This design comes from an exercise in tuning for small area, a short achievable clock period and few clock cycles on the open sky130 flow, not from production work. In this exercise RTL edits were held to simulation tests only and were not proved equivalent to the original.

north:
==> flow/design.v <==
module lab9(x,y,z,clk,reset,start,done);
input [7:0]x,y;
input clk,reset;
input start;
output [7:0]z;
output reg done;
reg [7:0] a, b;
reg busy;
wire [7:0] o = a | b;
wire [7:0] lo = {|o[6:0], |o[5:0], |o[4:0], |o[3:0], |o[2:0], |o[1:0], o[0], 1'b0};
wire [7:0] m0 = ~lo;                      
wire a_odd = |(a & m0);
wire b_odd = |(b & m0);
wire d_2 = ~|((a ^ b) & ~{lo[6:0], 1'b0});
wire d_3 = ~|((a ^ b) & ~{lo[5:0], 2'b0});
wire [6:0] u = a[7:1], v = b[7:1];
wire [6:0] pr = ~(u ^ v);                 
wire [6:0] g = u & ~v;
wire [6:0] t = u | ~v;
wire [6:0] G, T;
wire g10 = g[1] | (t[1] & g[0]),  t10 = t[1] & t[0];
wire g32 = g[3] | (t[3] & g[2]),  t32 = t[3] & t[2];
wire g54 = g[5] | (t[5] & g[4]),  t54 = t[5] & t[4];
wire g20 = g[2] | (t[2] & g10),   t20 = t[2] & t10;
wire g30 = g32 | (t32 & g10),     t30 = t32 & t10;
wire g64 = g[6] | (t[6] & g54),   t64 = t[6] & t54;
assign G[0] = g[0];              assign T[0] = t[0];
assign G[1] = g10;               assign T[1] = t10;
assign G[2] = g20;               assign T[2] = t20;
assign G[3] = g30;               assign T[3] = t30;
assign G[4] = g[4] | (t[4] & g30); assign T[4] = t[4] & t30;
assign G[5] = g54 | (t54 & g30);   assign T[5] = t54 & t30;
assign G[6] = g64 | (t64 & g30);   assign T[6] = t64 & t30;
wire [6:0] c  = {G[5:0], 1'b0};           
wire [6:0] c1 = {G[5:0] | T[5:0], 1'b1};  
wire [6:0] dab = pr ^ c1;                 
wire [6:0] dba = ~(pr ^ c);               
wire a_ge = G[6] | T[6];                  
wire fin = (a == b) | ~|a;
assign z = b;
always @(posedge clk) begin
	if (reset) begin
		busy <= 1'b0;
		done <= 1'b0;
	end else begin
		done <= busy & fin & ~start;
		if (start)
			busy <= 1'b1;
		else if (fin)
			busy <= 1'b0;
	end
end
wire sh_a  = ~start & ~a_odd;             
wire sh_b  = ~start & a_odd & ~b_odd;     
wire sub   = ~start & a_odd & b_odd;      
wire [6:0] dd = pr ^ (a_ge ? c1 : ~c);    
wire [7:0] dsel = ({8{~d_2}} & dd) | ({8{d_2 & ~d_3}} & dd[6:1]) | ({8{d_3}} & dd[6:2]);
wire [7:0] a_nx = ({8{start}} & x) | ({8{sh_a}} & (a >> 1)) | ({8{sub}} & dsel) | ({8{sh_b}} & a);
wire [7:0] b_nx = ({8{start}} & (|y ? y : x)) | ({8{sh_b}} & (b >> 1)) | ({8{sub & ~a_ge}} & a)
                | ({8{sh_a | (sub & a_ge)}} & b);
always @(posedge clk) begin
	a <= a_nx;
	b <= b_nx;
end
endmodule
export LEC_CHECK = 0
export ABC_AREA = 1
export CAP_MARGIN = 20
export CORE_MARGIN = 2
export CORE_UTILIZATION = 40
export SETUP_SLACK_MARGIN = 2.8
export SLEW_MARGIN = 20
create_clock -name core_clock -period 5.0 [get_ports {clk}]
standard.sh (not shown) runs the stock make flow with config.mk's settings and CLKGATE_MAP_FILE= SYNTH_SCRIPT=/design/flow/synth_recipe.tcl, a recipe that flattens the netlist after the stock synthesis.
==> flow/flow/run.sh <==
#!/bin/bash
# The standard layout, with the smallest buffer on every input and output port
# instead of the one buffer_ports picks by default.
set -euo pipefail
bash standard.sh "BUFFER_PORTS_ARGS=-buffer_cell sky130_fd_sc_hd__buf_1" finish > standard.log 2>&1
north did not stop at any stage, and its layout met the timing, design-rule and antenna checks.
Testbench counts of north, summed over its fixed seeds: cycles 25,276.
Edits applied to the flow inputs when going from north to south:
- CTS_BUF_LIST: unset -> sky130_fd_sc_hd__clkbuf_4
==> flow/flow/run.sh <==
#!/bin/bash
# The standard layout with two changes:
# - synthesis maps with the ABC script flow/abc_area.script (ABC_AREA is 1),
#   from a copy of ORFS's scripts folder, and without Yosys's extract_fa
#   (ADDER_MAP_FILE empty), so ABC maps the adder logic too;
# - the smallest buffer on every input and output port.
set -euo pipefail
rm -rf scripts
cp -r "$FLOW_HOME/scripts" scripts
cp flow/abc_area.script scripts/abc_area.script
bash standard.sh "SCRIPTS_DIR=$PWD/scripts" "ADDER_MAP_FILE=" \
  "BUFFER_PORTS_ARGS=-buffer_cell sky130_fd_sc_hd__buf_1" finish > standard.log 2>&1
==> flow/flow/abc_area.script (new file) <==
strash
dch -f
map -D 1600
topo
stime -c
buffer -c
upsize -c
dnsize -c
[summary]
On instance count on the critical path: between north and south, it ends up lower for north. When the final numbers for north and south were put side by side, the clock distribution area overhead in the final layout turned out to be smaller in south. Number of antenna diodes: north vs south — no meaningful difference. Of the two values seen for capturing instance or port of the critical path, b[3] was produced by north and a[2] by south. south closes out successfully: all stages finished, all timing, DRC and antenna checks passed. Between north and south, the clock buffer count in the final layout is higher for north. Diff north -> south: post-CTS resize count went up; area after synthesis fell 24%.

// lab9: RTL as listed in full above, without the edits since
==> flow/config.mk <==
export PLATFORM = sky130hd
export DESIGN_NAME = lab9
export DESIGN_NICKNAME = lab9
export VERILOG_FILES = /design/flow/design.v
export SDC_FILE = /design/flow/constraint.sdc
export NUM_CORES = 4
export LEC_CHECK = 0
export ABC_AREA = 1
export CAP_MARGIN = 20
export CORE_MARGIN = 2
export CORE_UTILIZATION = 40
export SETUP_SLACK_MARGIN = 2.9
export SLEW_MARGIN = 20
==> flow/constraint.sdc <==
create_clock -name core_clock -period 5.0 [get_ports {clk}]
set_input_delay 1.0000 -clock core_clock [delete_from_list [all_inputs] [get_ports {clk}]]
set_output_delay 1.0000 -clock core_clock [all_outputs]
set_load 0.01 [all_outputs]
==> flow/flow/run.sh <==
#!/bin/bash
# The standard layout, with the smallest buffer on every input and output port
# instead of the one buffer_ports picks by default.
set -euo pipefail
bash standard.sh "BUFFER_PORTS_ARGS=-buffer_cell sky130_fd_sc_hd__buf_1" finish > standard.log 2>&1
The starting point passed the timing, design-rule and antenna checks.
Testbench counts at the start, summed over its fixed seeds: cycles 25,276.
Rerun with:
==> flow/flow/run.sh (replaced) <==
#!/bin/bash
# The standard layout with two changes: synthesis leaves the adder logic to
# ABC (ADDER_MAP_FILE empty skips Yosys's extract_fa and the adder cell map),
# and every input and output port gets the smallest buffer.
set -euo pipefail
bash standard.sh "ADDER_MAP_FILE=" \
  "BUFFER_PORTS_ARGS=-buffer_cell sky130_fd_sc_hd__buf_1" finish > standard.log 2>&1
Settings changed: CTS_BUF_LIST from default to sky130_fd_sc_hd__clkbuf_4, SETUP_SLACK_MARGIN 2.9 to 3.15.
The new run finished with timing, DRC and antenna clean.
Utilization grows by 7.6 points.
First-iteration DRC count drops by 35%.
Worst hold slack improves by 0.052 ns.
Final cell count decreases by 0.71%.
Area after synthesis went down by 7.3%.
Fmax goes up by 5.3%.
Wire length rises by 8.3%.
Rerun with:
==> flow/flow/run.sh (replaced) <==
#!/bin/bash
# The standard layout, with the smallest buffer on every input and output port
# instead of the one buffer_ports picks by default.
set -euo pipefail
bash standard.sh "BUFFER_PORTS_ARGS=-buffer_cell sky130_fd_sc_hd__buf_1" finish > standard.log 2>&1
Settings changed: SETUP_SLACK_MARGIN 3.15 to 2.8.
After rerunning: The changed run produced a clean layout; critical path depth goes up by 10; setup slack loses 0.21 ns; die area goes up by 7.4%; wire length goes down by 10%.
Rerun with:
Settings changed: CORE_UTILIZATION 40 to 60.
- The new run finished clean
- synthesized cell count is unchanged
- clock skew fell by 0.012 ns
- core utilization went up by 25 points
- design area is lower by 0.50%

separate check: timing with driven ports:
Ports are ideal in the flow. The routed layouts listed here were re-timed in OpenROAD.
Step 1 (the two cells are an assumption about what drives the block):
set clk [get_ports {clk}]
set_driving_cell -lib_cell sky130_fd_sc_hd__clkbuf_16 $clk
set_driving_cell -lib_cell sky130_fd_sc_hd__buf_2 [delete_from_list [all_inputs] $clk]
Step 2 also shifts input and output timing later by t, the mid clock arrival at the registers, as if the neighbouring blocks saw the same clock.
Slacks: ideal / step 1 / step 2; pairs: ideal / step 1.
run	t, ns	setup slack, ns	worst setup path after step 2	clock arrival spread, ns	worst slew at a driven data input, ns
north	0.280	2.945 / 2.948 / 2.671	input to register	0.005 / 0.006	0.03
south	0.310	2.702 / 2.702 / 2.510	input to register	0.005 / 0.005	0.03
the first run of note 2	0.280	3.048 / 3.048 / 2.776	input to register	0.002 / 0.001	0.03
the second run of note 2	0.317	3.146 / 3.124 / 2.920	input to register	0.001 / 0.002	0.04
the third run of note 2	0.323	2.939 / 2.939 / 2.657	input to register	0.013 / 0.014	0.03
the fourth run of note 2	0.309	2.946 / 2.932 / 2.623	input to register	0.001 / 0.002	0.03
After both steps setup and hold are still met in every run listed. For the fourth run of note 2, which loses most, drivers alone change the setup slack by -0.014 ns; drivers and shift together by -0.323 ns.
